This is an optimization exercise on Yosys and OpenROAD, whose aim is small area, a short achievable clock period and few clock cycles per item, not a production implementation.
The RTL was checked by simulation tests, not by an equivalence proof against the original design.
Power and IR drop assume default switching activity.

<file path="flow/design.v">
module filter(
        input clock,
        input reset,
        input start,
        output reg done,
        input  [15:0] data_in,
        output reg [15:0] data_out
    );
    reg [15:0] h0, h1, h2, h3, h4, h5, h6;
    reg [23:0] p0, p1;
    genvar gi;
    wire [8:0] ld, hold;
    wire [111:0] hq = {h6, h5, h4, h3, h2, h1, h0};
    wire [111:0] hn = {h5, h4, h3, h2, h1, h0, data_in};
    wire [111:0] hd;
    generate
        for (gi = 0; gi < 9; gi = gi + 1) begin : sel
            selgen g (start, reset, ld[gi], hold[gi]);
        end
        for (gi = 0; gi < 112; gi = gi + 1) begin : hsel
            ao22 m (ld[gi / 16], hn[gi], hold[gi / 16], hq[gi], hd[gi]);
        end
    endgenerate
    always @(posedge clock)
        {h6, h5, h4, h3, h2, h1, h0} <= hd;
    reg  [16:0] pc;    
    wire pca_1, pca_2;
    ha pca_1_c (h0[0], h3[0], pca_1, pca_2);
    wire pca_3, pca_4;
    ha pca_3_c (h0[1], h3[1], pca_3, pca_4);
    wire pca_5, pca_6;
    ha pca_5_c (h0[2], h3[2], pca_5, pca_6);
    wire pca_7, pca_8;
    ha pca_7_c (h0[3], h3[3], pca_7, pca_8);
    wire pca_9, pca_10;
    ha pca_9_c (h0[4], h3[4], pca_9, pca_10);
    wire pca_11, pca_12;
    ha pca_11_c (h0[5], h3[5], pca_11, pca_12);
    wire pca_13, pca_14;
    ha pca_13_c (h0[6], h3[6], pca_13, pca_14);
    wire pca_15, pca_16;
    ha pca_15_c (h0[7], h3[7], pca_15, pca_16);
    wire pca_17, pca_18;
    ha pca_17_c (h0[8], h3[8], pca_17, pca_18);
    wire pca_19, pca_20;
    ha pca_19_c (h0[9], h3[9], pca_19, pca_20);
    wire pca_21, pca_22;
    ha pca_21_c (h0[10], h3[10], pca_21, pca_22);
    wire pca_23, pca_24;
    ha pca_23_c (h0[11], h3[11], pca_23, pca_24);
    wire pca_25, pca_26;
    ha pca_25_c (h0[12], h3[12], pca_25, pca_26);
    wire pca_27, pca_28;
    ha pca_27_c (h0[13], h3[13], pca_27, pca_28);
    wire pca_29, pca_30;
    ha pca_29_c (h0[14], h3[14], pca_29, pca_30);
    wire pca_31, pca_32;
    ha pca_31_c (h0[15], h3[15], pca_31, pca_32);
    wire pca_33, pca_34;
    ha pca_33_c (h0[15], h3[15], pca_33, pca_34);
    wire pca_35;
    gc pca_35_c (pca_4, pca_3, pca_2, pca_35);
    wire pca_36;
    gc pca_36_c (pca_8, pca_7, pca_6, pca_36);
    wire pca_37;
    an pca_37_c (pca_7, pca_5, pca_37);
    wire pca_38;
    gc pca_38_c (pca_12, pca_11, pca_10, pca_38);
    wire pca_39;
    an pca_39_c (pca_11, pca_9, pca_39);
    wire pca_40;
    gc pca_40_c (pca_16, pca_15, pca_14, pca_40);
    wire pca_41;
    an pca_41_c (pca_15, pca_13, pca_41);
    wire pca_42;
    gc pca_42_c (pca_20, pca_19, pca_18, pca_42);
    wire pca_43;
    an pca_43_c (pca_19, pca_17, pca_43);
    wire pca_44;
    gc pca_44_c (pca_24, pca_23, pca_22, pca_44);
    wire pca_45;
    an pca_45_c (pca_23, pca_21, pca_45);
    wire pca_46;
    gc pca_46_c (pca_28, pca_27, pca_26, pca_46);
    wire pca_47;
    an pca_47_c (pca_27, pca_25, pca_47);
    wire pca_48;
    gc pca_48_c (pca_32, pca_31, pca_30, pca_48);
    wire pca_49;
    an pca_49_c (pca_31, pca_29, pca_49);
    wire pca_50;
    gc pca_50_c (pca_36, pca_37, pca_35, pca_50);
    wire pca_51;
    gc pca_51_c (pca_40, pca_41, pca_38, pca_51);
    wire pca_52;
    an pca_52_c (pca_41, pca_39, pca_52);
    wire pca_53;
    gc pca_53_c (pca_44, pca_45, pca_42, pca_53);
    wire pca_54;
    an pca_54_c (pca_45, pca_43, pca_54);
    wire pca_55;
    gc pca_55_c (pca_48, pca_49, pca_46, pca_55);
    wire pca_56;
    an pca_56_c (pca_49, pca_47, pca_56);
    wire pca_57;
    gc pca_57_c (pca_51, pca_52, pca_50, pca_57);
    wire pca_58;
    gc pca_58_c (pca_55, pca_56, pca_53, pca_58);
    wire pca_59;
    an pca_59_c (pca_56, pca_54, pca_59);
    wire pca_60;
    gc pca_60_c (pca_58, pca_59, pca_57, pca_60);
    wire pca_61;
    gc pca_61_c (pca_53, pca_54, pca_57, pca_61);
    wire pca_62;
    gc pca_62_c (pca_38, pca_39, pca_50, pca_62);
    wire pca_63;
    gc pca_63_c (pca_42, pca_43, pca_57, pca_63);
    wire pca_64;
    gc pca_64_c (pca_46, pca_47, pca_61, pca_64);
    wire pca_65;
    gc pca_65_c (pca_6, pca_5, pca_35, pca_65);
    wire pca_66;
    gc pca_66_c (pca_10, pca_9, pca_50, pca_66);
    wire pca_67;
    gc pca_67_c (pca_14, pca_13, pca_62, pca_67);
    wire pca_68;
    gc pca_68_c (pca_18, pca_17, pca_57, pca_68);
    wire pca_69;
    gc pca_69_c (pca_22, pca_21, pca_63, pca_69);
    wire pca_70;
    gc pca_70_c (pca_26, pca_25, pca_61, pca_70);
    wire pca_71;
    gc pca_71_c (pca_30, pca_29, pca_64, pca_71);
    wire pca_72;
    xo pca_72_c (pca_3, pca_2, pca_72);
    wire pca_73;
    xo pca_73_c (pca_5, pca_35, pca_73);
    wire pca_74;
    xo pca_74_c (pca_7, pca_65, pca_74);
    wire pca_75;
    xo pca_75_c (pca_9, pca_50, pca_75);
    wire pca_76;
    xo pca_76_c (pca_11, pca_66, pca_76);
    wire pca_77;
    xo pca_77_c (pca_13, pca_62, pca_77);
    wire pca_78;
    xo pca_78_c (pca_15, pca_67, pca_78);
    wire pca_79;
    xo pca_79_c (pca_17, pca_57, pca_79);
    wire pca_80;
    xo pca_80_c (pca_19, pca_68, pca_80);
    wire pca_81;
    xo pca_81_c (pca_21, pca_63, pca_81);
    wire pca_82;
    xo pca_82_c (pca_23, pca_69, pca_82);
    wire pca_83;
    xo pca_83_c (pca_25, pca_61, pca_83);
    wire pca_84;
    xo pca_84_c (pca_27, pca_70, pca_84);
    wire pca_85;
    xo pca_85_c (pca_29, pca_64, pca_85);
    wire pca_86;
    xo pca_86_c (pca_31, pca_71, pca_86);
    wire pca_87;
    xo pca_87_c (pca_33, pca_60, pca_87);
    wire [16:0] pc_n = {pca_87, pca_86, pca_85, pca_84, pca_83, pca_82, pca_81, pca_80, pca_79, pca_78, pca_77, pca_76, pca_75, pca_74, pca_73, pca_72, pca_1};
    wire [16:0] pc_d;
    generate
        for (gi = 0; gi < 17; gi = gi + 1) begin : pcsel
            ao22 m (ld[7], pc_n[gi], hold[7], pc[gi], pc_d[gi]);
        end
    endgenerate
    always @(posedge clock)
        pc <= pc_d;
    reg  [16:0] pd;    
    wire pda_1, pda_2;
    ha pda_1_c (h1[0], h2[0], pda_1, pda_2);
    wire pda_3, pda_4;
    ha pda_3_c (h1[1], h2[1], pda_3, pda_4);
    wire pda_5, pda_6;
    ha pda_5_c (h1[2], h2[2], pda_5, pda_6);
    wire pda_7, pda_8;
    ha pda_7_c (h1[3], h2[3], pda_7, pda_8);
    wire pda_9, pda_10;
    ha pda_9_c (h1[4], h2[4], pda_9, pda_10);
    wire pda_11, pda_12;
    ha pda_11_c (h1[5], h2[5], pda_11, pda_12);
    wire pda_13, pda_14;
    ha pda_13_c (h1[6], h2[6], pda_13, pda_14);
    wire pda_15, pda_16;
    ha pda_15_c (h1[7], h2[7], pda_15, pda_16);
    wire pda_17, pda_18;
    ha pda_17_c (h1[8], h2[8], pda_17, pda_18);
    wire pda_19, pda_20;
    ha pda_19_c (h1[9], h2[9], pda_19, pda_20);
    wire pda_21, pda_22;
    ha pda_21_c (h1[10], h2[10], pda_21, pda_22);
    wire pda_23, pda_24;
    ha pda_23_c (h1[11], h2[11], pda_23, pda_24);
    wire pda_25, pda_26;
    ha pda_25_c (h1[12], h2[12], pda_25, pda_26);
    wire pda_27, pda_28;
    ha pda_27_c (h1[13], h2[13], pda_27, pda_28);
    wire pda_29, pda_30;
    ha pda_29_c (h1[14], h2[14], pda_29, pda_30);
    wire pda_31, pda_32;
    ha pda_31_c (h1[15], h2[15], pda_31, pda_32);
    wire pda_33, pda_34;
    ha pda_33_c (h1[15], h2[15], pda_33, pda_34);
    wire pda_35;
    gc pda_35_c (pda_4, pda_3, pda_2, pda_35);
    wire pda_36;
    gc pda_36_c (pda_8, pda_7, pda_6, pda_36);
    wire pda_37;
    an pda_37_c (pda_7, pda_5, pda_37);
    wire pda_38;
    gc pda_38_c (pda_12, pda_11, pda_10, pda_38);
    wire pda_39;
    an pda_39_c (pda_11, pda_9, pda_39);
    wire pda_40;
    gc pda_40_c (pda_16, pda_15, pda_14, pda_40);
    wire pda_41;
    an pda_41_c (pda_15, pda_13, pda_41);
    wire pda_42;
    gc pda_42_c (pda_20, pda_19, pda_18, pda_42);
    wire pda_43;
    an pda_43_c (pda_19, pda_17, pda_43);
    wire pda_44;
    gc pda_44_c (pda_24, pda_23, pda_22, pda_44);
    wire pda_45;
    an pda_45_c (pda_23, pda_21, pda_45);
    wire pda_46;
    gc pda_46_c (pda_28, pda_27, pda_26, pda_46);
    wire pda_47;
    an pda_47_c (pda_27, pda_25, pda_47);
    wire pda_48;
    gc pda_48_c (pda_32, pda_31, pda_30, pda_48);
    wire pda_49;
    an pda_49_c (pda_31, pda_29, pda_49);
    wire pda_50;
    gc pda_50_c (pda_36, pda_37, pda_35, pda_50);
    wire pda_51;
    gc pda_51_c (pda_40, pda_41, pda_38, pda_51);
    wire pda_52;
    an pda_52_c (pda_41, pda_39, pda_52);
    wire pda_53;
    gc pda_53_c (pda_44, pda_45, pda_42, pda_53);
    wire pda_54;
    an pda_54_c (pda_45, pda_43, pda_54);
    wire pda_55;
    gc pda_55_c (pda_48, pda_49, pda_46, pda_55);
    wire pda_56;
    an pda_56_c (pda_49, pda_47, pda_56);
    wire pda_57;
    gc pda_57_c (pda_51, pda_52, pda_50, pda_57);
    wire pda_58;
    gc pda_58_c (pda_55, pda_56, pda_53, pda_58);
    wire pda_59;
    an pda_59_c (pda_56, pda_54, pda_59);
    wire pda_60;
    gc pda_60_c (pda_58, pda_59, pda_57, pda_60);
    wire pda_61;
    gc pda_61_c (pda_53, pda_54, pda_57, pda_61);
    wire pda_62;
    gc pda_62_c (pda_38, pda_39, pda_50, pda_62);
    wire pda_63;
    gc pda_63_c (pda_42, pda_43, pda_57, pda_63);
    wire pda_64;
    gc pda_64_c (pda_46, pda_47, pda_61, pda_64);
    wire pda_65;
    gc pda_65_c (pda_6, pda_5, pda_35, pda_65);
    wire pda_66;
    gc pda_66_c (pda_10, pda_9, pda_50, pda_66);
    wire pda_67;
    gc pda_67_c (pda_14, pda_13, pda_62, pda_67);
    wire pda_68;
    gc pda_68_c (pda_18, pda_17, pda_57, pda_68);
    wire pda_69;
    gc pda_69_c (pda_22, pda_21, pda_63, pda_69);
    wire pda_70;
    gc pda_70_c (pda_26, pda_25, pda_61, pda_70);
    wire pda_71;
    gc pda_71_c (pda_30, pda_29, pda_64, pda_71);
    wire pda_72;
    xo pda_72_c (pda_3, pda_2, pda_72);
    wire pda_73;
    xo pda_73_c (pda_5, pda_35, pda_73);
    wire pda_74;
    xo pda_74_c (pda_7, pda_65, pda_74);
    wire pda_75;
    xo pda_75_c (pda_9, pda_50, pda_75);
    wire pda_76;
    xo pda_76_c (pda_11, pda_66, pda_76);
    wire pda_77;
    xo pda_77_c (pda_13, pda_62, pda_77);
    wire pda_78;
    xo pda_78_c (pda_15, pda_67, pda_78);
    wire pda_79;
    xo pda_79_c (pda_17, pda_57, pda_79);
    wire pda_80;
    xo pda_80_c (pda_19, pda_68, pda_80);
    wire pda_81;
    xo pda_81_c (pda_21, pda_63, pda_81);
    wire pda_82;
    xo pda_82_c (pda_23, pda_69, pda_82);
    wire pda_83;
    xo pda_83_c (pda_25, pda_61, pda_83);
    wire pda_84;
    xo pda_84_c (pda_27, pda_70, pda_84);
    wire pda_85;
    xo pda_85_c (pda_29, pda_64, pda_85);
    wire pda_86;
    xo pda_86_c (pda_31, pda_71, pda_86);
    wire pda_87;
    xo pda_87_c (pda_33, pda_60, pda_87);
    wire [16:0] pd_n = {pda_87, pda_86, pda_85, pda_84, pda_83, pda_82, pda_81, pda_80, pda_79, pda_78, pda_77, pda_76, pda_75, pda_74, pda_73, pda_72, pda_1};
    wire [16:0] pd_d;
    generate
        for (gi = 0; gi < 17; gi = gi + 1) begin : pdsel
            ao22 m (ld[8], pd_n[gi], hold[8], pd[gi], pd_d[gi]);
        end
    endgenerate
    always @(posedge clock)
        pd <= pd_d;
    wire s0, c0;
    ha u0 (h0[2], h0[3], s0, c0);
    wire s1, c1;
    fa u1 (h0[3], h0[4], h5[3], s1, c1);
    wire s2, c2;
    ha u2 (h5[4], pc[1], s2, c2);
    wire s3, c3;
    fa u3 (h0[4], h0[5], h5[4], s3, c3);
    wire s4, c4;
    fa u4 (h5[5], pc[2], pc[4], s4, c4);
    wire s5, c5;
    fa u5 (h0[5], h0[6], h5[5], s5, c5);
    wire s6, c6;
    fa u6 (h5[6], pc[3], pc[5], s6, c6);
    wire s7, c7;
    fa u7 (h0[6], h0[7], h5[6], s7, c7);
    wire s8, c8;
    fa u8 (h5[7], pc[4], pc[6], s8, c8);
    wire s9, c9;
    fa u9 (h0[7], h0[8], h5[7], s9, c9);
    wire s10, c10;
    fa u10 (h5[8], pc[5], pc[7], s10, c10);
    wire s11, c11;
    fa u11 (h0[8], h0[9], h5[8], s11, c11);
    wire s12, c12;
    fa u12 (h5[9], pc[6], pc[8], s12, c12);
    wire s13, c13;
    fa u13 (h0[9], h0[10], h5[9], s13, c13);
    wire s14, c14;
    fa u14 (h5[10], pc[7], pc[9], s14, c14);
    wire s15, c15;
    fa u15 (h0[10], h0[11], h5[10], s15, c15);
    wire s16, c16;
    fa u16 (h5[11], pc[8], pc[10], s16, c16);
    wire s17, c17;
    fa u17 (h0[11], h0[12], h5[11], s17, c17);
    wire s18, c18;
    fa u18 (h5[12], pc[9], pc[11], s18, c18);
    wire s19, c19;
    fa u19 (h0[12], h0[13], h5[12], s19, c19);
    wire s20, c20;
    fa u20 (h5[13], pc[10], pc[12], s20, c20);
    wire s21, c21;
    fa1 u21 (h0[13], h0[14], s21, c21);
    wire s22, c22;
    fa u22 (h5[13], h5[14], pc[11], s22, c22);
    wire s23, c23;
    ha u23 (pc[13], pc[15], s23, c23);
    wire s24, c24;
    fa1 u24 (h0[14], ~h0[15], s24, c24);
    wire s25, c25;
    fa u25 (h5[14], ~h5[15], pc[12], s25, c25);
    wire s26, c26;
    fa u26 (h0[0], h0[1], h5[0], s26, c26);
    wire s27, c27;
    ha u27 (h5[1], pc[0], s27, c27);
    wire s28, c28;
    fa u28 (h0[1], h0[2], h5[1], s28, c28);
    wire s29, c29;
    fa u29 (h5[2], pc[1], pc[3], s29, c29);
    wire s30, c30;
    ha u30 (pd[1], ~pd[4], s30, c30);
    wire s31, c31;
    fa u31 (h5[2], h5[3], pc[0], s31, c31);
    wire s32, c32;
    fa u32 (pc[2], pc[4], pd[2], s32, c32);
    wire s33, c33;
    fa u33 (~pd[5], h6[4], s0, s33, c33);
    wire s34, c34;
    fa u34 (pc[3], pc[5], pd[0], s34, c34);
    wire s35, c35;
    fa u35 (pd[3], ~pd[6], h6[5], s35, c35);
    wire s36, c36;
    fa u36 (c0, s2, s1, s36, c36);
    wire s37, c37;
    fa u37 (pc[6], pd[1], pd[4], s37, c37);
    wire s38, c38;
    fa u38 (~pd[7], h6[6], c2, s38, c38);
    wire s39, c39;
    fa u39 (c1, s3, s4, s39, c39);
    wire s40, c40;
    fa u40 (pc[7], pd[2], pd[5], s40, c40);
    wire s41, c41;
    fa u41 (~pd[8], h6[7], c3, s41, c41);
    wire s42, c42;
    fa u42 (c4, s5, s6, s42, c42);
    wire s43, c43;
    fa u43 (pc[8], pd[3], pd[6], s43, c43);
    wire s44, c44;
    fa u44 (~pd[9], h6[8], c5, s44, c44);
    wire s45, c45;
    fa u45 (c6, s7, s8, s45, c45);
    wire s46, c46;
    fa u46 (pc[9], pd[4], pd[7], s46, c46);
    wire s47, c47;
    fa u47 (~pd[10], h6[9], c7, s47, c47);
    wire s48, c48;
    fa u48 (c8, s9, s10, s48, c48);
    wire s49, c49;
    fa u49 (pc[10], pd[5], pd[8], s49, c49);
    wire s50, c50;
    fa u50 (~pd[11], h6[10], c9, s50, c50);
    wire s51, c51;
    fa u51 (c10, s11, s12, s51, c51);
    wire s52, c52;
    fa u52 (pc[11], pd[6], pd[9], s52, c52);
    wire s53, c53;
    fa u53 (~pd[12], h6[11], c11, s53, c53);
    wire s54, c54;
    fa u54 (c12, s13, s14, s54, c54);
    wire s55, c55;
    fa u55 (pc[12], pd[7], pd[10], s55, c55);
    wire s56, c56;
    fa u56 (~pd[13], h6[12], c13, s56, c56);
    wire s57, c57;
    fa u57 (c14, s15, s16, s57, c57);
    wire s58, c58;
    fa u58 (pc[13], pd[8], pd[11], s58, c58);
    wire s59, c59;
    fa u59 (~pd[14], h6[13], c15, s59, c59);
    wire s60, c60;
    fa u60 (c16, s17, s18, s60, c60);
    wire s61, c61;
    fa u61 (pc[14], pd[9], pd[12], s61, c61);
    wire s62, c62;
    fa u62 (~pd[15], h6[14], c17, s62, c62);
    wire s63, c63;
    fa u63 (c18, s19, s20, s63, c63);
    wire s64, c64;
    fa u64 (pd[10], pd[13], pd[16], s64, c64);
    wire s65, c65;
    fa u65 (~h6[15], s21, s23, s65, c65);
    wire s66, c66;
    fa u66 (c19, c20, s22, s66, c66);
    wire s67, c67;
    fa u67 (pc[14], ~pc[16], pd[11], s67, c67);
    wire s68, c68;
    fa u68 (pd[14], c21, c23, s68, c68);
    wire s69, c69;
    fa u69 (s24, c22, s25, s69, c69);
    wire s70, c70;
    fa1 u70 (~h0[15], ~h5[15], s70, c70);
    wire s71, c71;
    fa u71 (pc[13], pc[15], pd[12], s71, c71);
    wire s72, c72;
    fa u72 (pd[15], c24, c25, s72, c72);
    wire s73, c73;
    fa1 u73 (pc[14], ~pc[16], s73, c73);
    wire s74, c74;
    ha u74 (h0[0], h5[0], s74, c74);
    wire s75, c75;
    fa u75 (pc[2], pd[0], ~pd[3], s75, c75);
    wire s76, c76;
    ha u76 (h6[2], s27, s76, c76);
    wire s77, c77;
    fa u77 (h6[3], c27, s30, s77, c77);
    wire s78, c78;
    fa u78 (c26, s28, s29, s78, c78);
    wire s79, c79;
    fa u79 (c30, c28, c29, s79, c79);
    wire s80, c80;
    fa u80 (s31, s32, s33, s80, c80);
    wire s81, c81;
    fa u81 (c31, c32, s34, s81, c81);
    wire s82, c82;
    fa u82 (s35, c33, s36, s82, c82);
    wire s83, c83;
    fa u83 (c34, c35, s37, s83, c83);
    wire s84, c84;
    fa u84 (s38, c36, s39, s84, c84);
    wire s85, c85;
    fa u85 (c37, s40, c38, s85, c85);
    wire s86, c86;
    fa u86 (c39, s41, s42, s86, c86);
    wire s87, c87;
    fa u87 (c40, s43, c41, s87, c87);
    wire s88, c88;
    fa u88 (c42, s44, s45, s88, c88);
    wire s89, c89;
    fa u89 (c43, s46, c44, s89, c89);
    wire s90, c90;
    fa u90 (c45, s47, s48, s90, c90);
    wire s91, c91;
    fa u91 (c46, s49, c47, s91, c91);
    wire s92, c92;
    fa u92 (c48, s50, s51, s92, c92);
    wire s93, c93;
    fa u93 (c49, s52, c50, s93, c93);
    wire s94, c94;
    fa u94 (c51, s53, s54, s94, c94);
    wire s95, c95;
    fa u95 (c52, s55, c53, s95, c95);
    wire s96, c96;
    fa u96 (c54, s56, s57, s96, c96);
    wire s97, c97;
    fa u97 (c55, s58, c56, s97, c97);
    wire s98, c98;
    fa u98 (c57, s59, s60, s98, c98);
    wire s99, c99;
    fa u99 (c58, s61, c59, s99, c99);
    wire s100, c100;
    fa u100 (c60, s62, s63, s100, c100);
    wire s101, c101;
    fa u101 (c61, s64, c62, s101, c101);
    wire s102, c102;
    fa u102 (s65, c63, s66, s102, c102);
    wire s103, c103;
    fa u103 (c64, s67, c65, s103, c103);
    wire s104, c104;
    fa u104 (s68, c66, s69, s104, c104);
    wire s105, c105;
    fa u105 (s70, c67, s71, s105, c105);
    wire s106, c106;
    fa u106 (c68, c69, s72, s106, c106);
    wire s107, c107;
    fa u107 (pd[13], ~pd[16], c70, s107, c107);
    wire s108, c108;
    fa u108 (s73, c71, c72, s108, c108);
    wire s109, c109;
    fa1 u109 (pc[15], pd[14], s109, c109);
    wire s110, c110;
    ha u110 (pc[1], ~pd[2], s110, c110);
    wire s111, c111;
    fa u111 (c74, s75, s26, s111, c111);
    wire s112, c112;
    fa u112 (c75, c76, s77, s112, c112);
    wire s113, c113;
    fa u113 (c77, c78, s79, s113, c113);
    wire s114, c114;
    fa u114 (c79, s81, c80, s114, c114);
    wire s115, c115;
    fa u115 (c81, s83, c82, s115, c115);
    wire s116, c116;
    fa u116 (c83, s85, c84, s116, c116);
    wire s117, c117;
    fa u117 (c85, s87, c86, s117, c117);
    wire s118, c118;
    fa u118 (c87, s89, c88, s118, c118);
    wire s119, c119;
    fa u119 (c89, s91, c90, s119, c119);
    wire s120, c120;
    fa u120 (c91, s93, c92, s120, c120);
    wire s121, c121;
    fa u121 (c93, s95, c94, s121, c121);
    wire s122, c122;
    fa u122 (c95, s97, c96, s122, c122);
    wire s123, c123;
    fa u123 (c97, s99, c98, s123, c123);
    wire s124, c124;
    fa u124 (c99, s101, c100, s124, c124);
    wire s125, c125;
    fa u125 (c101, s103, c102, s125, c125);
    wire s126, c126;
    fa u126 (s105, c103, c104, s126, c126);
    wire s127, c127;
    fa u127 (s107, c105, c106, s127, c127);
    wire s128, c128;
    fa u128 (s109, c73, c107, s128, c128);
    wire s129, c129;
    fa1 u129 (~pc[16], pd[15], s129, c129);
    wire s130, c130;
    ha u130 (pc[0], ~pd[1], s130, c130);
    wire s131, c131;
    fa u131 (h6[1], s110, s74, s131, c131);
    wire s132, c132;
    fa u132 (c110, s76, s111, s132, c132);
    wire s133, c133;
    fa u133 (c111, s78, s112, s133, c133);
    wire s134, c134;
    fa u134 (c112, s80, s113, s134, c134);
    wire s135, c135;
    fa u135 (c113, s82, s114, s135, c135);
    wire s136, c136;
    fa u136 (s84, c114, s115, s136, c136);
    wire s137, c137;
    fa u137 (s86, c115, s116, s137, c137);
    wire s138, c138;
    fa u138 (s88, c116, s117, s138, c138);
    wire s139, c139;
    fa u139 (s90, c117, s118, s139, c139);
    wire s140, c140;
    fa u140 (s92, c118, s119, s140, c140);
    wire s141, c141;
    fa u141 (s94, c119, s120, s141, c141);
    wire s142, c142;
    fa u142 (s96, c120, s121, s142, c142);
    wire s143, c143;
    fa u143 (s98, c121, s122, s143, c143);
    wire s144, c144;
    fa u144 (s100, c122, s123, s144, c144);
    wire s145, c145;
    fa u145 (s102, c123, s124, s145, c145);
    wire s146, c146;
    fa u146 (s104, c124, s125, s146, c146);
    wire s147, c147;
    fa u147 (s106, c125, s126, s147, c147);
    wire s148, c148;
    fa u148 (s108, c126, s127, s148, c148);
    wire s149, c149;
    fa u149 (s128, c108, c127, s149, c149);
    wire s150, c150;
    fa u150 (s129, c109, c128, s150, c150);
    wire s151, c151;
    fa1 u151 (~pd[16], c129, s151, c151);
    always @(posedge clock) begin
        p0[1] <= h6[0];
        p0[2] <= c130;
        p0[3] <= c131;
        p0[4] <= c132;
        p0[5] <= c133;
        p0[6] <= c134;
        p0[7] <= c135;
        p0[8] <= c136;
        p0[9] <= c137;
        p0[10] <= c138;
        p0[11] <= c139;
        p0[12] <= c140;
        p0[13] <= c141;
        p0[14] <= c142;
        p0[15] <= c143;
        p0[16] <= c144;
        p0[17] <= c145;
        p0[18] <= c146;
        p0[19] <= c147;
        p0[20] <= c148;
        p0[21] <= s150;
        p0[22] <= s151;
        p0[23] <= c151;
        p1[0] <= ~pd[0];
        p1[1] <= s130;
        p1[2] <= s131;
        p1[3] <= s132;
        p1[4] <= s133;
        p1[5] <= s134;
        p1[6] <= s135;
        p1[7] <= s136;
        p1[8] <= s137;
        p1[9] <= s138;
        p1[10] <= s139;
        p1[11] <= s140;
        p1[12] <= s141;
        p1[13] <= s142;
        p1[14] <= s143;
        p1[15] <= s144;
        p1[16] <= s145;
        p1[17] <= s146;
        p1[18] <= s147;
        p1[19] <= s148;
        p1[20] <= s149;
        p1[21] <= c149;
        p1[22] <= c150;
    end
    wire s152, c152;
    ha u152 (p0[1], p1[1], s152, c152);
    wire s153, c153;
    fa u153 (p0[2], p1[2], h0[1], s153, c153);
    wire s154, c154;
    fa u154 (p0[3], p1[3], h0[2], s154, c154);
    wire s155, c155;
    fa u155 (p0[4], p1[4], h0[3], s155, c155);
    wire s156, c156;
    fa u156 (p0[5], p1[5], h0[4], s156, c156);
    wire s157, c157;
    fa u157 (p0[6], p1[6], h0[5], s157, c157);
    wire s158, c158;
    fa u158 (p0[7], p1[7], h0[6], s158, c158);
    wire s159, c159;
    fa u159 (p0[8], p1[8], h0[7], s159, c159);
    wire s160, c160;
    fa u160 (p0[9], p1[9], h0[8], s160, c160);
    wire s161, c161;
    fa u161 (p0[10], p1[10], h0[9], s161, c161);
    wire s162, c162;
    fa u162 (p0[11], p1[11], h0[10], s162, c162);
    wire s163, c163;
    fa u163 (p0[12], p1[12], h0[11], s163, c163);
    wire s164, c164;
    fa u164 (p0[13], p1[13], h0[12], s164, c164);
    wire s165, c165;
    fa u165 (p0[14], p1[14], h0[13], s165, c165);
    wire s166, c166;
    fa u166 (p0[15], p1[15], h0[14], s166, c166);
    wire s167, c167;
    fa u167 (p0[16], p1[16], ~h0[15], s167, c167);
    wire s168, c168;
    ha u168 (p0[17], p1[17], s168, c168);
    wire s169, c169;
    ha u169 (p0[18], p1[18], s169, c169);
    wire s170, c170;
    ha u170 (p0[19], p1[19], s170, c170);
    wire s171, c171;
    ha u171 (p0[20], p1[20], s171, c171);
    wire s172, c172;
    ha u172 (p0[21], p1[21], s172, c172);
    wire s173, c173;
    ha u173 (p0[22], p1[22], s173, c173);
    wire fy_1, fy_2;
    ha fy_1_c (h0[0], s152, fy_1, fy_2);
    wire fy_3, fy_4;
    ha fy_3_c (c152, s153, fy_3, fy_4);
    wire fy_5, fy_6;
    ha fy_5_c (c153, s154, fy_5, fy_6);
    wire fy_7, fy_8;
    ha fy_7_c (c154, s155, fy_7, fy_8);
    wire fy_9, fy_10;
    ha fy_9_c (c155, s156, fy_9, fy_10);
    wire fy_11, fy_12;
    ha fy_11_c (c156, s157, fy_11, fy_12);
    wire fy_13, fy_14;
    ha fy_13_c (c157, s158, fy_13, fy_14);
    wire fy_15, fy_16;
    ha fy_15_c (c158, s159, fy_15, fy_16);
    wire fy_17, fy_18;
    ha fy_17_c (c159, s160, fy_17, fy_18);
    wire fy_19, fy_20;
    ha fy_19_c (c160, s161, fy_19, fy_20);
    wire fy_21, fy_22;
    ha fy_21_c (c161, s162, fy_21, fy_22);
    wire fy_23, fy_24;
    ha fy_23_c (c162, s163, fy_23, fy_24);
    wire fy_25, fy_26;
    ha fy_25_c (c163, s164, fy_25, fy_26);
    wire fy_27, fy_28;
    ha fy_27_c (c164, s165, fy_27, fy_28);
    wire fy_29, fy_30;
    ha fy_29_c (c165, s166, fy_29, fy_30);
    wire fy_31, fy_32;
    ha fy_31_c (c166, s167, fy_31, fy_32);
    wire fy_33, fy_34;
    ha fy_33_c (s168, c167, fy_33, fy_34);
    wire fy_35, fy_36;
    ha fy_35_c (c168, s169, fy_35, fy_36);
    wire fy_37, fy_38;
    ha fy_37_c (c169, s170, fy_37, fy_38);
    wire fy_39, fy_40;
    ha fy_39_c (c170, s171, fy_39, fy_40);
    wire fy_41, fy_42;
    ha fy_41_c (c171, s172, fy_41, fy_42);
    wire fy_43, fy_44;
    ha fy_43_c (c172, s173, fy_43, fy_44);
    wire fy_45, fy_46;
    ha fy_45_c (p0[23], c173, fy_45, fy_46);
    wire fy_47;
    gc fy_47_c (fy_2, fy_1, p1[0], fy_47);
    wire fy_48;
    gc fy_48_c (fy_6, fy_5, fy_4, fy_48);
    wire fy_49;
    an fy_49_c (fy_5, fy_3, fy_49);
    wire fy_50;
    gc fy_50_c (fy_10, fy_9, fy_8, fy_50);
    wire fy_51;
    an fy_51_c (fy_9, fy_7, fy_51);
    wire fy_52;
    gc fy_52_c (fy_14, fy_13, fy_12, fy_52);
    wire fy_53;
    an fy_53_c (fy_13, fy_11, fy_53);
    wire fy_54;
    gc fy_54_c (fy_18, fy_17, fy_16, fy_54);
    wire fy_55;
    an fy_55_c (fy_17, fy_15, fy_55);
    wire fy_56;
    gc fy_56_c (fy_22, fy_21, fy_20, fy_56);
    wire fy_57;
    an fy_57_c (fy_21, fy_19, fy_57);
    wire fy_58;
    gc fy_58_c (fy_26, fy_25, fy_24, fy_58);
    wire fy_59;
    an fy_59_c (fy_25, fy_23, fy_59);
    wire fy_60;
    gc fy_60_c (fy_30, fy_29, fy_28, fy_60);
    wire fy_61;
    an fy_61_c (fy_29, fy_27, fy_61);
    wire fy_62;
    gc fy_62_c (fy_34, fy_33, fy_32, fy_62);
    wire fy_63;
    an fy_63_c (fy_33, fy_31, fy_63);
    wire fy_64;
    gc fy_64_c (fy_38, fy_37, fy_36, fy_64);
    wire fy_65;
    an fy_65_c (fy_37, fy_35, fy_65);
    wire fy_66;
    gc fy_66_c (fy_42, fy_41, fy_40, fy_66);
    wire fy_67;
    an fy_67_c (fy_41, fy_39, fy_67);
    wire fy_68;
    gc fy_68_c (fy_48, fy_49, fy_47, fy_68);
    wire fy_69;
    gc fy_69_c (fy_52, fy_53, fy_50, fy_69);
    wire fy_70;
    an fy_70_c (fy_53, fy_51, fy_70);
    wire fy_71;
    gc fy_71_c (fy_20, fy_19, fy_54, fy_71);
    wire fy_72;
    an fy_72_c (fy_19, fy_55, fy_72);
    wire fy_73;
    gc fy_73_c (fy_56, fy_57, fy_54, fy_73);
    wire fy_74;
    an fy_74_c (fy_57, fy_55, fy_74);
    wire fy_75;
    gc fy_75_c (fy_28, fy_27, fy_58, fy_75);
    wire fy_76;
    an fy_76_c (fy_27, fy_59, fy_76);
    wire fy_77;
    gc fy_77_c (fy_60, fy_61, fy_58, fy_77);
    wire fy_78;
    an fy_78_c (fy_61, fy_59, fy_78);
    wire fy_79;
    gc fy_79_c (fy_36, fy_35, fy_62, fy_79);
    wire fy_80;
    an fy_80_c (fy_35, fy_63, fy_80);
    wire fy_81;
    gc fy_81_c (fy_64, fy_65, fy_62, fy_81);
    wire fy_82;
    an fy_82_c (fy_65, fy_63, fy_82);
    wire fy_83;
    gc fy_83_c (fy_44, fy_43, fy_66, fy_83);
    wire fy_84;
    an fy_84_c (fy_43, fy_67, fy_84);
    wire fy_85;
    gc fy_85_c (fy_69, fy_70, fy_68, fy_85);
    wire fy_86;
    gc fy_86_c (fy_24, fy_23, fy_73, fy_86);
    wire fy_87;
    an fy_87_c (fy_23, fy_74, fy_87);
    wire fy_88;
    gc fy_88_c (fy_58, fy_59, fy_73, fy_88);
    wire fy_89;
    an fy_89_c (fy_59, fy_74, fy_89);
    wire fy_90;
    gc fy_90_c (fy_75, fy_76, fy_73, fy_90);
    wire fy_91;
    an fy_91_c (fy_76, fy_74, fy_91);
    wire fy_92;
    gc fy_92_c (fy_77, fy_78, fy_73, fy_92);
    wire fy_93;
    an fy_93_c (fy_78, fy_74, fy_93);
    wire fy_94;
    gc fy_94_c (fy_40, fy_39, fy_81, fy_94);
    wire fy_95;
    an fy_95_c (fy_39, fy_82, fy_95);
    wire fy_96;
    gc fy_96_c (fy_66, fy_67, fy_81, fy_96);
    wire fy_97;
    an fy_97_c (fy_67, fy_82, fy_97);
    wire fy_98;
    gc fy_98_c (fy_83, fy_84, fy_81, fy_98);
    wire fy_99;
    an fy_99_c (fy_84, fy_82, fy_99);
    wire fy_100;
    gc fy_100_c (fy_16, fy_15, fy_85, fy_100);
    wire fy_101;
    gc fy_101_c (fy_54, fy_55, fy_85, fy_101);
    wire fy_102;
    gc fy_102_c (fy_71, fy_72, fy_85, fy_102);
    wire fy_103;
    gc fy_103_c (fy_73, fy_74, fy_85, fy_103);
    wire fy_104;
    gc fy_104_c (fy_86, fy_87, fy_85, fy_104);
    wire fy_105;
    gc fy_105_c (fy_88, fy_89, fy_85, fy_105);
    wire fy_106;
    gc fy_106_c (fy_90, fy_91, fy_85, fy_106);
    wire fy_107;
    gc fy_107_c (fy_92, fy_93, fy_85, fy_107);
    wire fy_108;
    gc fy_108_c (fy_32, fy_31, fy_107, fy_108);
    wire fy_109;
    gc fy_109_c (fy_62, fy_63, fy_107, fy_109);
    wire fy_110;
    gc fy_110_c (fy_79, fy_80, fy_107, fy_110);
    wire fy_111;
    gc fy_111_c (fy_81, fy_82, fy_107, fy_111);
    wire fy_112;
    gc fy_112_c (fy_94, fy_95, fy_107, fy_112);
    wire fy_113;
    gc fy_113_c (fy_96, fy_97, fy_107, fy_113);
    wire fy_114;
    gc fy_114_c (fy_98, fy_99, fy_107, fy_114);
    wire fy_115;
    xo fy_115_c (fy_15, fy_85, fy_115);
    wire fy_116;
    xo fy_116_c (fy_17, fy_100, fy_116);
    wire fy_117;
    xo fy_117_c (fy_19, fy_101, fy_117);
    wire fy_118;
    xo fy_118_c (fy_21, fy_102, fy_118);
    wire fy_119;
    xo fy_119_c (fy_23, fy_103, fy_119);
    wire fy_120;
    xo fy_120_c (fy_25, fy_104, fy_120);
    wire fy_121;
    xo fy_121_c (fy_27, fy_105, fy_121);
    wire fy_122;
    xo fy_122_c (fy_29, fy_106, fy_122);
    wire fy_123;
    xo fy_123_c (fy_31, fy_107, fy_123);
    wire fy_124;
    xo fy_124_c (fy_33, fy_108, fy_124);
    wire fy_125;
    xo fy_125_c (fy_35, fy_109, fy_125);
    wire fy_126;
    xo fy_126_c (fy_37, fy_110, fy_126);
    wire fy_127;
    xo fy_127_c (fy_39, fy_111, fy_127);
    wire fy_128;
    xo fy_128_c (fy_41, fy_112, fy_128);
    wire fy_129;
    xo fy_129_c (fy_43, fy_113, fy_129);
    wire fy_130;
    xo fy_130_c (fy_45, fy_114, fy_130);
    wire [15:0] y = {fy_130, fy_129, fy_128, fy_127, fy_126, fy_125, fy_124, fy_123, fy_122, fy_121, fy_120, fy_119, fy_118, fy_117, fy_116, fy_115};
    reg dn;
    wire ldo   = dn & ~reset;
    wire holdo = ~dn & ~reset;
    wire [15:0] od;
    generate
        for (gi = 0; gi < 16; gi = gi + 1) begin : osel
            ao22 m (ldo, y[gi], holdo, data_out[gi], od[gi]);
        end
    endgenerate
    always @(posedge clock) begin
        done <= start & ~reset;
        dn <= start & ~reset;
        data_out <= od;
    end
endmodule
module fa(input a, input b, input c, output s, output co);
    assign s  = a ^ b ^ c;
    assign co = (a & b) | (a & c) | (b & c);
endmodule
module fa1(input a, input b, output s, output co);
    assign s  = ~(a ^ b);
    assign co = a | b;
endmodule
module ha(input a, input b, output s, output co);
    assign s  = a ^ b;
    assign co = a & b;
endmodule
module gc(input g1, input p1, input g0, output g);
    assign g = g1 | (p1 & g0);
endmodule
module an(input a, input b, output y);
    assign y = a & b;
endmodule
module orr(input a, input b, output y);
    assign y = a | b;
endmodule
module xo(input a, input b, output y);
    assign y = a ^ b;
endmodule
module ao22(input a1, input a2, input b1, input b2, output y);
    assign y = (a1 & a2) | (b1 & b2);
endmodule
module selgen(input start, input reset, output ld, output hold);
    assign ld   = start & ~reset;
    assign hold = ~start & ~reset;
endmodule
</file>
<file path="flow/flow/run.sh">
#!/bin/bash
# Standard ORFS layout (the standard.sh) with changes only to how it is
# optimised: ports are buffered with a plain buffer instead of the default
# delay-buffer cell, and timing repair is asked for more setup margin than the
# 10 ns clock needs, so that it works on the achieved period.
set -euo pipefail
bash standard.sh SETUP_SLACK_MARGIN=7.0 "BUFFER_PORTS_ARGS=-buffer_cell sky130_fd_sc_hd__buf_4" finish > orfs_make.log 2>&1
</file>
<file path="flow/standard.sh">
#!/bin/bash
# synth_recipe.tcl (not shown) runs the flow's synth.tcl, then flattens the netlist and writes it again
# the make line also repeats each setting of config.mk as NAME=value (left out here)
make -C /OpenROAD-flow-scripts/flow DESIGN_CONFIG=/design/flow/config.mk WORK_HOME=/design/flow/orfs CLKGATE_MAP_FILE= SYNTH_SCRIPT=/design/flow/synth_recipe.tcl "${@:-finish}"
</file>
<file path="flow/config.mk">
export PLATFORM = sky130hd
export DESIGN_NAME = filter
export DESIGN_NICKNAME = filter
export VERILOG_FILES = /design/flow/design.v
export SDC_FILE = /design/flow/constraint.sdc
export NUM_CORES = 4
export LEC_CHECK = 0
export CAP_MARGIN = 20
export CORE_MARGIN = 2
export CORE_UTILIZATION = 55
export CTS_CLUSTER_DIAMETER = 100
export CTS_CLUSTER_SIZE = 24
export SLEW_MARGIN = 20
export SYNTH_HIERARCHICAL = 1
</file>
<file path="flow/constraint.sdc">
create_clock -name core_clock -period 10.0 [get_ports {clock}]
set_input_delay 2.0000 -clock core_clock [delete_from_list [all_inputs] [get_ports {clock}]]
set_output_delay 2.0000 -clock core_clock [all_outputs]
set_load 0.01 [all_outputs]
</file>
==> flow_summary.toml, run 1 <==
[floorplanning]
dieHeight_um = 148
core_area_sq_um = 20300
die_w_um = 148
io_pins = 36
rows = 52
die_area_sq_um = 21900
floorplan.initialDensity = 0.562

[route]
drc_errors = 0
postRouteAntennaNets = 0
vias = 6832
met3_length_um = 1120
avgRoutedWirePerCell_um = 21.2
dr_wl_met2_um = 12200
top_layer = "met4"
routed_via_density = 5.76
drt-pass1-iter-count = 4
drt-initial-drc-count = 331
met1_length_um = 11300
routed_wl_um = 25200

[place]
port_buffers = 35
place.gp.congestion = 0.835
place_inst = 1171
detailed_place_hpwl_um = 19900
placed_area_sq_um = 12000
place_ws_ns = 6.48

[sta]
fin_worst_skew_ns = 0.0111
hold_viol = 0
min_period_ns = 2.97
maxSlewViolCount = 0
setup-tns-final_ns = 0
min_period_over_period = 0.297
setup_viol = 0
relSlewSlack = 0.277
tightest_slew_ns = 1.08
rsz0062_at_grt = "yes"
setup_ws_ns = 7.03
fmax_mhz = 337

[final_layout]
fin_cells = 1187
diodes = 0
nNetsFinal = 1166
final_area_sq_um = 12500
register_area_sq_um = 4230
n_fill_cell = 1679
layout-drive-gt1-share = 0.100
multi_input_area_sq_um = 7060
area_growth_pct = 9.29

[clocking]
cts_tree = "done"
numCtsBuffers = 12
htreeDepth = 1
cts_sinks = 209
clock_latency_ns = 0.47
clock_path_buffers = 3
clockRootBuffer = "clkbuf_16"
path_clk_slew_ns = 0.09

[pwr]
seq_power_share = 0.427
clock_power_share = 0.225
swShare = 0.321
intPower_mw = 1.60
p_sw_mw = 0.756
p_leak_nw = 6.52
comb_power_share = 0.348
p_total_mw = 2.35
power_density_nw_per_um2 = 189
irDropWorstVdd_v = 0.0000957

[global_routing]
grt-ovfl-total = 0
grt_max_degree = 25
antenna_found_initial = 0
grt_pass1_vias = 7663
grt_pass1_wl_um = 41600
grt_usage = 0.246

[logic_synthesis]
synthCells = 862
yosysMostFrequentCell = "dfxtp_1"
syn_avg_cell_area_sq_um = 13.2
yosys-top-cells-area = "dfxtp_1, fa_1, a22o_1"
synth_top_area_frac = 0.367
synthDistinctLibCells = 11
synth_largest_area_cell = "dfxtp_1"
syn-num-nets = 1112
ys_seq_elements = 209
synth_common_cells = "dfxtp_1, a22o_1, fa_1"
synth_edf_count = 0
yosysWarningCount = 7
synth_top_flop_cell = "dfxtp_1"
syn_area_sq_um = 11400
ys_async_sr_fraction = 0
yosysSeqAreaShare = 0.367

[setup_path]
crit_chain = "buf_4, nor2_1, a22o_1"
r2r_cells = 5
rrSetupSlack_ns = 7.08
crit_required_ns = 10.41
crit_type = "in -> reg"
slowest_stage = "nor2_1"
critPathLaunchType = "input pin"
end_kind = "flop"
cp.arrival_ns = 3.38
crit_path_max_incr_delay_ns = 0.87
path_max_fanout = 21

[outcome]
status = "finished clean"

[hold_path]
hold_path.class = "reg -> reg"
hold_depth = 0

[run]
maxCapViolCount = 0
-- layer usage --
| metal | GRT usage | vias to the layer above |
|---|---|---|
| li1 | - | 3172 |
| met1 | 0.334 | 3512 |
| met2 | 0.424 | 117 |
| met3 | 0.0333 | 31 |
| met4 | 0.0576 | 0 |
| met5 | 0 | - |
-- worst max-delay path, delay by kind of cell --
family,cells,cell delay [ns]
AO/OA/AOI/OAI,1,0.26
buffers and inverters,1,0.24
AND/OR/NAND/NOR,1,0.87
-- final timing paths --
kind | startpoint | end
worst min register to register | h6[0] | p0[1]
worst max register to register | pc[12] | p1[18]
worst min-delay path | h6[0] | p0[1]
worst max-delay path | reset | data_out[0]
-- logic make-up (layout without fill, tap and decap cells) --
group	after synthesis	count (layout)	synth area share
and+or+nand+nor	68	68	0.0410
buffers and inverters	49	104	0.0161
xor gates and xnor gates	48	48	0.0368
AOI/OAI and AO/OA	257	257	0.187
DFF	209	209	0.367
adders and majority gates	231	231	0.353
-- per-module statistics from Yosys, one instance, submodules excluded, excerpt --
module,cells,copies in the design
filter,233,1
fa1,5,7
fa,1,151
ha,1,73
xo,1,48
ao22,1,162
gc,1,95
an,1,47
-- what timing repair did --
item                                    4_1_cts  5_1_grt
buffers inserted                              0        1
hold buffers                                  0        0
resized for setup                            15       17
endpoints found under the setup margin       53       41
gates cloned                                  0        0
-- power groups by stage --
| stage | clock [mW] | sequential [mW] | combinational [mW] |
|---|---|---|---|
| finish | 0.530 | 1.00 | 0.819 |
| global route | 0.574 | 1.02 | 0.942 |
| detailed placement | 0 | 1.03 | 0.825 |
| floorplan | 0 | 1.02 | 0.595 |
| global placement | 0 | 1.02 | 0.801 |
| CTS | 0.546 | 1.01 | 0.834 |
-- final cells by class --
cell class / count / area share
Clock buffer: 13 / 0.0261
Clock inverter: 2 / 0.00281
Inverter: 49 / 0.0147
Multi-Input combinational cell: 604 / 0.566
Sequential cell: 209 / 0.339
Tap cell: 270 / 0.0271
Timing Repair Buffer: 40 / 0.0241
-- registers in the layout, summed over array words and instances, names as in the netlist --
signal,cells
p1,23
h1,16
pc,17
h0,16
h3,16
h6,16
data_out,16
h5,16
pd,17
p0,23
dn,1
h2,16
h4,16
-- cells in the final DEF (no fill, tap or decap) --
cell and count:
dfxtp_4 8, bufinv_16 1, clkinv_2 1, nor2b_1 1
dfxtp_2 12, inv_2 1, fa_1 151, nor2b_2 1
xor2_1 48, buf_4 40, nor2_1 5, ha_1 80
a22o_1 162, and2_1 47, nor2_2 5, nor2b_4 9
a21o_1 94, clkbuf_16 13, dfxtp_1 189, a21o_2 1
inv_1 48
-- stage by stage --
step	utilization	hold slack [ns]
floorplan	-	0.332
global placement	0.593	0.351
detailed placement	0.594	0.350
CTS	0.612	0.364
global route	0.614	0.374
finish	0.614	0.362
Testbench counts, summed over its fixed seeds: cycles 2,064, samples 2,048.
==> run 2, diff against run 1 <==
--- a/flow/config.mk
+++ b/flow/config.mk
@@ -9,5 +9,6 @@
 export CORE_MARGIN = 2
-export CORE_UTILIZATION = 55
+export CORE_UTILIZATION = 60
 export CTS_CLUSTER_DIAMETER = 100
 export CTS_CLUSTER_SIZE = 24
+export GPL_TIMING_DRIVEN = 1
 export SLEW_MARGIN = 20
==> run 2 against run 1 <==
Net effect:
- still clean on timing, DRC and antenna
- global-route usage grew 1.9 points
- non-clock buffer count down 1
- synthesized area is the same
- flip-flop and latch count unchanged
- utilization grew 4.9 points
- largest cell class unchanged
- fmax is 0.61% higher
- clock power down 5.1%
==> flow_summary.toml, run 2 <==
[outcome]
status = "finished clean"

[sta]
relSlewSlack = 0.475
tightest_slew_ns = 0.786
min_period_ns = 2.95
min_period_over_period = 0.295
setup_ws_ns = 7.05
setup_viol = 0
maxSlewViolCount = 0
fin_worst_skew_ns = 0.0109
setup-tns-final_ns = 0
hold_viol = 0
fmax_mhz = 339
rsz0062_at_grt = "no"

[final_layout]
register_area_sq_um = 4230
area_growth_pct = 8.69
reg_top3 = "p0: 23 flops, p1: 23 flops"
diodes = 0
fin_cells = 1151
layout-drive-gt1-share = 0.0992
multi_input_area_sq_um = 7060
layout_commonest_cell = "dfxtp_1"
n_fill_cell = 1425
final_core_util = 0.663
layout_common_cells = "dfxtp_1, a22o_1, fa_1"
nNetsFinal = 1165

[logic_synthesis]
syn_avg_cell_area_sq_um = 13.2
synthCells = 862
synth_top_flop_cell = "dfxtp_1"
synth_common_cells = "dfxtp_1, a22o_1, fa_1"
yosys-top-cells-area = "dfxtp_1, fa_1, a22o_1"
syn-num-nets = 1112
yosysMostFrequentCell = "dfxtp_1"
ys_async_sr_fraction = 0
synth_edf_count = 0
ys_seq_elements = 209
synth_top_area_frac = 0.367
synth_largest_area_cell = "dfxtp_1"
yosysWarningCount = 7
yosysSeqAreaShare = 0.367
synthDistinctLibCells = 11
syn_area_sq_um = 11400

[setup_path]
path_buf_inv = 1
slowest_stage = "dfxtp_2"
critical_path.top_delay_family = "flip-flops"
critPathLaunchType = "flop"
cp.arrival_ns = 0.95
end_kind = "output port"
crit_required_ns = 8.00
path_max_fanout = 3
crit_chain = "buf_4"
crit_type = "reg -> out"
crit_path_max_incr_delay_ns = 0.34

[clocking]
clock_latency_ns = 0.47
cts_sinks = 209
clock_path_buffers = 3
clockRootBuffer = "clkbuf_16"
postCtsHoldBufs = 0
numCtsBuffers = 12
path_clk_slew_ns = 0.09
htreeDepth = 1
cts_tree = "done"

[floorplanning]
core_area_sq_um = 18700
die_area_sq_um = 20100
floorplan.initialDensity = 0.610
io_pins = 36
rows = 50
die_w_um = 142
dieHeight_um = 142

[pwr]
p_leak_nw = 6.50
irDropWorstVdd_v = 0.000132
p_total_mw = 2.32
power_density_nw_per_um2 = 187

[global_routing]
grt_pass1_wl_um = 40800
grt-ovfl-total = 0
grt_max_degree = 25
antenna_found_initial = 0
grt_pass1_vias = 7576
grt_usage = 0.265

[place]
port_buffers = 35
place_ws_ns = 6.45
detailed_place_hpwl_um = 19600
place_inst = 1135
place.gp.congestion = 0.834

[route]
avgRoutedWirePerCell_um = 21.9
vias = 6945
drc_errors = 0
drt-pass1-iter-count = 4
routed_via_density = 6.03
routed_wl_um = 25200
drt-initial-drc-count = 261
postRouteAntennaNets = 0

[run]
maxCapViolCount = 0

[hold_path]
hold_path.class = "reg -> reg"
[run 2: through the flow]
step	cell area, sq um	hold WS (ns)
finish	12400	0.416
global route	12400	0.429
CTS	12400	0.434
detailed placement	12000	0.415
global placement	12000	0.411
floorplan	11400	0.332
[run 2: kinds of logic after synthesis]
group,synth area share
compound gates,0.187
fa+ha+maj,0.353
simple gates,0.0410
xor+xnor,0.0368
flops,0.367
buf+inv,0.0161
[run 2: layout make-up]
cell class / count / area share
Sequential cell: 209 / 0.341
Tap cell: 234 / 0.0236
Inverter: 49 / 0.0148
Multi-Input combinational cell: 604 / 0.569
Clock inverter: 2 / 0.000807
Timing Repair Buffer: 39 / 0.0236
Clock buffer: 14 / 0.0265
[run 2: where the power goes]
group,switching (mW),leakage [nW],internal [mW]
registers,0.0718,1.71,0.932
clock network,0.267,0.169,0.236
logic,0.410,4.62,0.401
[run 2: path summary, 6_finish.rpt]
check / from / end / slack, ns / cells past startpoint
setup / recovery: dn / done / 7.05 / 1
hold / removal: h6[0] / p0[1] / 0.42 / 0
hold reg to reg: h6[0] / p0[1] / 0.42 / 0
setup reg to reg: h0[5] / p1[9] / 7.09 / 5
[run 2: routing by layer]
| layer | vias to the layer above | global-route usage | part of all wire |
|---|---|---|---|
| met5 | - | 0 | 0 |
| li1 | 3183 | - | - |
| met2 | 152 | 0.462 | 0.49 |
| met1 | 3557 | 0.338 | 0.42 |
| met4 | 0 | 0.109 | 0.046 |
| met3 | 53 | 0.0317 | 0.038 |
[run 2: per-module statistics from Yosys, one instance, submodules excluded]
module | copies in the design | cells
an | 47 | 1
ao22 | 162 | 1
fa | 151 | 1
fa1 | 7 | 5
filter | 1 | 233
gc | 95 | 1
ha | 73 | 1
selgen | 9 | 2
xo | 48 | 1
[run 2: timing repair]
item                                    CTS  global route
cloned                                    0             0
setup buffers                             0             0
pin swaps                                 0             0
gates resized for setup                  18            18
endpoints found under the setup margin   66            39
==> run 3, diff against run 2 <==
--- a/flow/config.mk
+++ b/flow/config.mk
@@ -12,3 +12,3 @@
 export CTS_CLUSTER_SIZE = 24
-export GPL_TIMING_DRIVEN = 1
+export PLACE_DENSITY = 0.8
 export SLEW_MARGIN = 20
==> run 3 against run 2 <==
Net effect:
- fmax decreased by 0.31%
- largest cell class unchanged
- largest power group unchanged
- global-route usage is 1.9 points lower
- worst setup slack got worse by 0.0090 ns
- critical endpoint is now data_out[14]
- via count shrank 0.46%
- clock skew is 0.0075 ns higher
- synthesized cell count unchanged
- hold slack worse by 0.049 ns
- highest routed layer unchanged
- still clean
==> flow_summary.toml, run 3 <==
[place]
detailed_place_hpwl_um = 18200
placed_area_sq_um = 12000
place.gp.congestion = 0.888
place_inst = 1132
place_ws_ns = 6.54
port_buffers = 35

[sta]
maxSlewViolCount = 0
hold_viol = 0
setup-tns-final_ns = 0
rsz0062_at_grt = "yes"
min_period_over_period = 0.296
relSlewSlack = 0.332
min_period_ns = 2.96
setup_viol = 0
fin_worst_skew_ns = 0.0185
tightest_slew_ns = 0.999
setup_ws_ns = 7.04
fmax_mhz = 338
whs_ns = 0.367

[pwr]
irDropWorstVdd_v = 0.000123
power_density_nw_per_um2 = 189
clock_power_share = 0.226
seq_power_share = 0.427
swShare = 0.322
p_leak_nw = 6.50
p_sw_mw = 0.756
comb_power_share = 0.346
intPower_mw = 1.59

[final_layout]
area_growth_pct = 8.73
fin_cells = 1148
layout-drive-gt1-share = 0.0985
diodes = 0
layout_common_cells = "dfxtp_1, a22o_1, fa_1"
layout_commonest_cell = "dfxtp_1"
reg_top3 = "p0: 23 flops, p1: 23 flops"
final_area_sq_um = 12400
nNetsFinal = 1163

[setup_path]
crit_path_max_incr_delay_ns = 0.34
cp.arrival_ns = 0.96
critical_path.top_delay_family = "flip-flops"
crit_type = "reg -> out"
critPathLaunchType = "flop"
path_max_fanout = 2
crit_chain = "buf_4"
end_kind = "output port"
path_buf_inv = 1
crit_required_ns = 8.00
slowest_stage = "dfxtp_2"

[logic_synthesis]
synth_top_area_frac = 0.367
yosysSeqAreaShare = 0.367
syn-num-nets = 1112
synthDistinctLibCells = 11
yosysWarningCount = 7
synth_top_flop_cell = "dfxtp_1"
ys_seq_elements = 209
synth_common_cells = "dfxtp_1, a22o_1, fa_1"
ys_async_sr_fraction = 0
yosys-top-cells-area = "dfxtp_1, fa_1, a22o_1"
synth_edf_count = 0
synthCells = 862
synth_largest_area_cell = "dfxtp_1"
syn_area_sq_um = 11400
syn_avg_cell_area_sq_um = 13.2
yosysMostFrequentCell = "dfxtp_1"

[clocking]
cts_sinks = 209
clock_latency_ns = 0.48
numCtsBuffers = 12
clockRootBuffer = "clkbuf_16"
cts_tree = "done"
path_clk_slew_ns = 0.10
postCtsHoldBufs = 0
clock_path_buffers = 3
htreeDepth = 1

[route]
avgRoutedWirePerCell_um = 20.2
drt-initial-drc-count = 337
drt-pass1-iter-count = 5
vias = 6913
routed_via_density = 6.02
postRouteAntennaNets = 0
routed_wl_um = 23200
drc_errors = 0

[floorplanning]
core_area_sq_um = 18700
rows = 50
dieHeight_um = 142
floorplan.initialDensity = 0.610
die_w_um = 142
io_pins = 36
die_area_sq_um = 20100

[global_routing]
grt_max_degree = 25
grt-ovfl-total = 0
grt_usage = 0.246
use_met2 = 0.403
grt_pass1_vias = 7236
grt.busiest_layer = "met2"
met1_usage = 0.355
grtUsageMet3 = 0.0378
antenna_found_initial = 0
grt_pass1_wl_um = 38500

[outcome]
status = "finished clean"

[hold_path]
hold_path.class = "reg -> reg"

[run]
maxCapViolCount = 0
## run 3: cell counts after synthesis
Identical to the previous run, type by type.
## run 3: area by class of cell
class	instances	area, sq um
multi-input cells	604	7070
well taps	234	293
repair buffers	37	278
inverters	49	184
fillers	1368	6300
clock inverters	2	35.0
clock buffers	13	325
flip-flops and latches	209	4230
## run 3: through the flow
stage / utilization / power (mW)
2_1_floorplan: - / 1.61
3_3_place_gp: 0.640 / 1.80
3_5_place_dp: 0.640 / 1.84
4_1_cts: 0.661 / 2.37
5_1_grt: 0.663 / 2.51
6_report: 0.663 / 2.35
## run 3: timing repair
item	in CTS	in global routing
endpoints found under the setup margin	28	33
cloned	0	0
setup buffers	0	1
resized for setup	14	15
## run 3: final timing paths
| path | slack [ns] | depth (start not counted) | to | start |
|---|---|---|---|---|
| worst max register to register | 7.08 | 5 | p1[15] | pc[9] |
| worst max-delay path | 7.04 | 1 | data_out[14] | data_out[14] |
| worst min register to register | 0.37 | 0 | p0[1] | h6[0] |
| worst min-delay path | 0.37 | 0 | p0[1] | h6[0] |
## run 3: cell families (layout without fill, tap and decap cells)
kind of cell | after synthesis | count (layout) | synth area share
AOI/OAI and AO/OA | 257 | 257 | 0.187
adders and majority gates | 231 | 231 | 0.353
buffers and inverters | 49 | 101 | 0.0161
xor gates and xnor gates | 48 | 48 | 0.0368
and+or+nand+nor | 68 | 68 | 0.0410
DFF | 209 | 209 | 0.367
## run 3: layer usage
layer / part of all wire / up-vias / routed length, um
met4: 0.012 / 0 / 271
met5: 0 / - / 0
met1: 0.47 / 3575 / 10800
met2: 0.47 / 141 / 10900
li1: - / 3175 / -
met3: 0.052 / 22 / 1220
## run 3: power by group through the flow
stage	Clock (mW)	Sequential, mW	Combinational, mW
after floorplan	0	1.02	0.595
after global placement	0	1.02	0.782
final	0.532	1.00	0.814
after global routing	0.572	1.02	0.924
after CTS	0.540	1.01	0.825
after detailed placement	0	1.02	0.817
## run 3: modules after synthesis (local to each module, per instance), excerpt
module  flip-flops and latches  times used  cells
an                           0          47      1
fa                           0         151      1
fa1                          0           7      5
gc                           0          95      1
ha                           0          73      1
selgen                       0           9      2
xo                           0          48      1
==> run 4, diff against run 3 <==
--- a/flow/config.mk
+++ b/flow/config.mk
@@ -12,3 +12,2 @@
 export CTS_CLUSTER_SIZE = 24
-export PLACE_DENSITY = 0.8
 export SLEW_MARGIN = 20
==> run 4 against run 3 <==
Net effect:
- count of clock-buffer cells in the layout increased by 1
- critical path type unchanged
- critical path depth unchanged
- via count increased by 0.46%
- sequential share of layout area increased by 0.061 points
- synthesized area unchanged
- combinational power about the same
- first-iteration DRC count decreased by 23%
- largest cell class unchanged
- global-route usage increased by 1.9 points
- fmax increased by 0.31%
==> flow_summary.toml, run 4 <==
[outcome]
status = "finished clean"

[final_layout]
layout_common_cells = "dfxtp_1, a22o_1, fa_1"
multi_input_area_sq_um = 7060
reg_top3 = "p0: 23 flops, p1: 23 flops"
layout_commonest_cell = "dfxtp_1"
area_growth_pct = 8.69
diodes = 0
nNetsFinal = 1165
register_area_sq_um = 4230
layout-drive-gt1-share = 0.0992
n_fill_cell = 1425

[logic_synthesis]
syn_area_sq_um = 11400
synthCells = 862
synth_top_flop_cell = "dfxtp_1"
syn_avg_cell_area_sq_um = 13.2
yosysMostFrequentCell = "dfxtp_1"
synth_top_area_frac = 0.367
syn-num-nets = 1112
ys_seq_elements = 209
synthDistinctLibCells = 11
yosysSeqAreaShare = 0.367
yosys-top-cells-area = "dfxtp_1, fa_1, a22o_1"
ys_async_sr_fraction = 0
synth_edf_count = 0
yosysWarningCount = 7
synth_common_cells = "dfxtp_1, a22o_1, fa_1"
synth_largest_area_cell = "dfxtp_1"

[route]
vias = 6945
drt-initial-drc-count = 261
drc_errors = 0
drt-pass1-iter-count = 4
routed_via_density = 6.03
postRouteAntennaNets = 0
avgRoutedWirePerCell_um = 21.9
routed_wl_um = 25200

[place]
place.gp.congestion = 0.834
detailed_place_hpwl_um = 19600
place_ws_ns = 6.45
port_buffers = 35

[run]
maxCapViolCount = 0

[pwr]
p_leak_nw = 6.50
intPower_mw = 1.57
p_sw_mw = 0.749
irDropWorstVdd_v = 0.000132
seq_power_share = 0.433
swShare = 0.323
clock_power_share = 0.217
power_density_nw_per_um2 = 187
comb_power_share = 0.350

[sta]
maxSlewViolCount = 0
fin_worst_skew_ns = 0.0109
relSlewSlack = 0.475
setup_ws_ns = 7.05
hold_viol = 0
min_period_over_period = 0.295
setup_viol = 0
min_period_ns = 2.95
fmax_mhz = 339
setup-tns-final_ns = 0
rsz0062_at_grt = "no"
tightest_slew_ns = 0.786

[setup_path]
crit_path_max_incr_delay_ns = 0.34
critical_path.top_delay_family = "flip-flops"
path_max_fanout = 3
slowest_stage = "dfxtp_2"
end_kind = "output port"
path_buf_inv = 1
r2r-end = "p1[9]"
rrSetupSlack_ns = 7.09
r2r_cells = 5
crit_type = "reg -> out"
crit_required_ns = 8.00
crit_chain = "buf_4"
reg2reg_from = "h0[5]"
critPathLaunchType = "flop"
cp.arrival_ns = 0.95

[clocking]
cts_sinks = 209
clock_latency_ns = 0.47
cts_tree = "done"
numCtsBuffers = 12
clock_path_buffers = 3
clockRootBuffer = "clkbuf_16"
postCtsHoldBufs = 0
htreeDepth = 1
path_clk_slew_ns = 0.09

[floorplanning]
dieHeight_um = 142
floorplan.initialDensity = 0.610
io_pins = 36
die_w_um = 142
core_area_sq_um = 18700
die_area_sq_um = 20100
rows = 50

[global_routing]
grt_max_degree = 25
grt_pass1_wl_um = 40800
grt_usage = 0.265
grt_pass1_vias = 7576
grt-ovfl-total = 0
antenna_found_initial = 0

[hold_path]
holdPathEnd = "p0[1]"
hold_depth = 0
hold_path.class = "reg -> reg"
min_from = "h6[0]"
[run 4: metal layers]
metal	part of all wire	vias to the layer above	GRT usage
met4	0.046	0	0.109
met1	0.42	3557	0.338
li1	-	3183	-
met2	0.49	152	0.462
met3	0.038	53	0.0317
met5	0	-	0
[run 4: through the flow]
step / cells / power [mW] / util / hold WS [ns] / area [sq um]
detailed placement: 1135 / 1.84 / 0.642 / 0.415 / 12000
finish: 1151 / 2.32 / 0.663 / 0.416 / 12400
CTS: 1151 / 2.35 / 0.661 / 0.434 / 12400
global route: 1151 / 2.49 / 0.663 / 0.429 / 12400
global placement: 1132 / 1.81 / 0.640 / 0.411 / 12000
floorplan: 862 / 1.61 / - / 0.332 / 11400
[run 4: worst max path at each step]
stage | to | from | cells past startpoint | slack [ns]
6_report | done | dn | 1 | 7.05
5_1_grt | p1[13] | pc[6] | 5 | 7.00
4_1_cts | p1[15] | h0[11] | 5 | 7.00
3_5_place_dp | pc[16] | reset | 3 | 6.45
3_3_place_gp | data_out[7] | reset | 3 | 6.43
2_1_floorplan | data_out[0] | reset | 2 | 7.14
[run 4: timing repair]
item                                   CTS  global route
endpoints found under the hold margin    0             0
setup buffers                            0             0
gates cloned                             0             0
gates resized for setup                 18            18
setup endpoints to repair               66            39
[run 4: cell families (layout without fill, tap and decap cells)]
group | Yosys count | after routing | synth area share
AND/OR/NAND/NOR | 68 | 68 | 0.0410
XOR/XNOR | 48 | 48 | 0.0368
buffers and inverters | 49 | 104 | 0.0161
flip-flops | 209 | 209 | 0.367
AO/OA/AOI/OAI | 257 | 257 | 0.187
adder cells (fa/ha/maj) | 231 | 231 | 0.353
[run 4: power groups by stage]
stage | registers [mW] | clock network (mW) | logic, mW
2_1_floorplan | 1.02 | 0 | 0.595
3_3_place_gp | 1.02 | 0 | 0.786
3_5_place_dp | 1.03 | 0 | 0.811
4_1_cts | 1.01 | 0.518 | 0.822
5_1_grt | 1.01 | 0.545 | 0.928
6_report | 1.00 | 0.503 | 0.811
[run 4: final cells by class]
type	count	share of cell area
sequential	209	0.341
tap	234	0.0236
clock inverter	2	0.000807
multi-input combinational	604	0.569
timing repair buffer	39	0.0236
inverter	49	0.0148
clock buffer	14	0.0265
[run 4: modules after synthesis, one instance, submodules excluded, a selection]
module | cells | area (sq um)
ao22 | 1 | 8.76
fa1 | 5 | 27.5
filter | 233 | 4280
gc | 1 | 7.51
ha | 1 | 12.5
xo | 1 | 8.76

-- what the ideal ports hide --
The flow's constraints put no driver on any port. The routed layouts listed below were extracted and timed again, unchanged, in two steps. Step 1 sets driving cells, clkbuf_16 on the clock port and buf_2 on the other inputs (assumed; they add their load-dependent delay and slew). Step 2, shift: input delay + t, output delay - t, t = (earliest + latest rising clock arrival at the registers) / 2. This alone moves slack from input paths to output paths. Three values: no drivers, after step 1, after step 2; two values: the first two.
run	shift t [ns]	slack for setup (ns)	latest minus earliest clock arrival (ns)
run 1	0.511	7.033 / 6.991 / 6.549	0.011 / 0.012
run 2	0.508	7.051 / 7.008 / 6.759	0.011 / 0.011
run 3	0.512	7.042 / 6.997 / 6.625	0.021 / 0.020
run 4	0.508	7.051 / 7.008 / 6.759	0.011 / 0.011
After both steps every run listed still meets setup and hold. For run 1, which loses most, drivers alone change the setup slack by -0.042 ns; drivers and shift together by -0.484 ns.
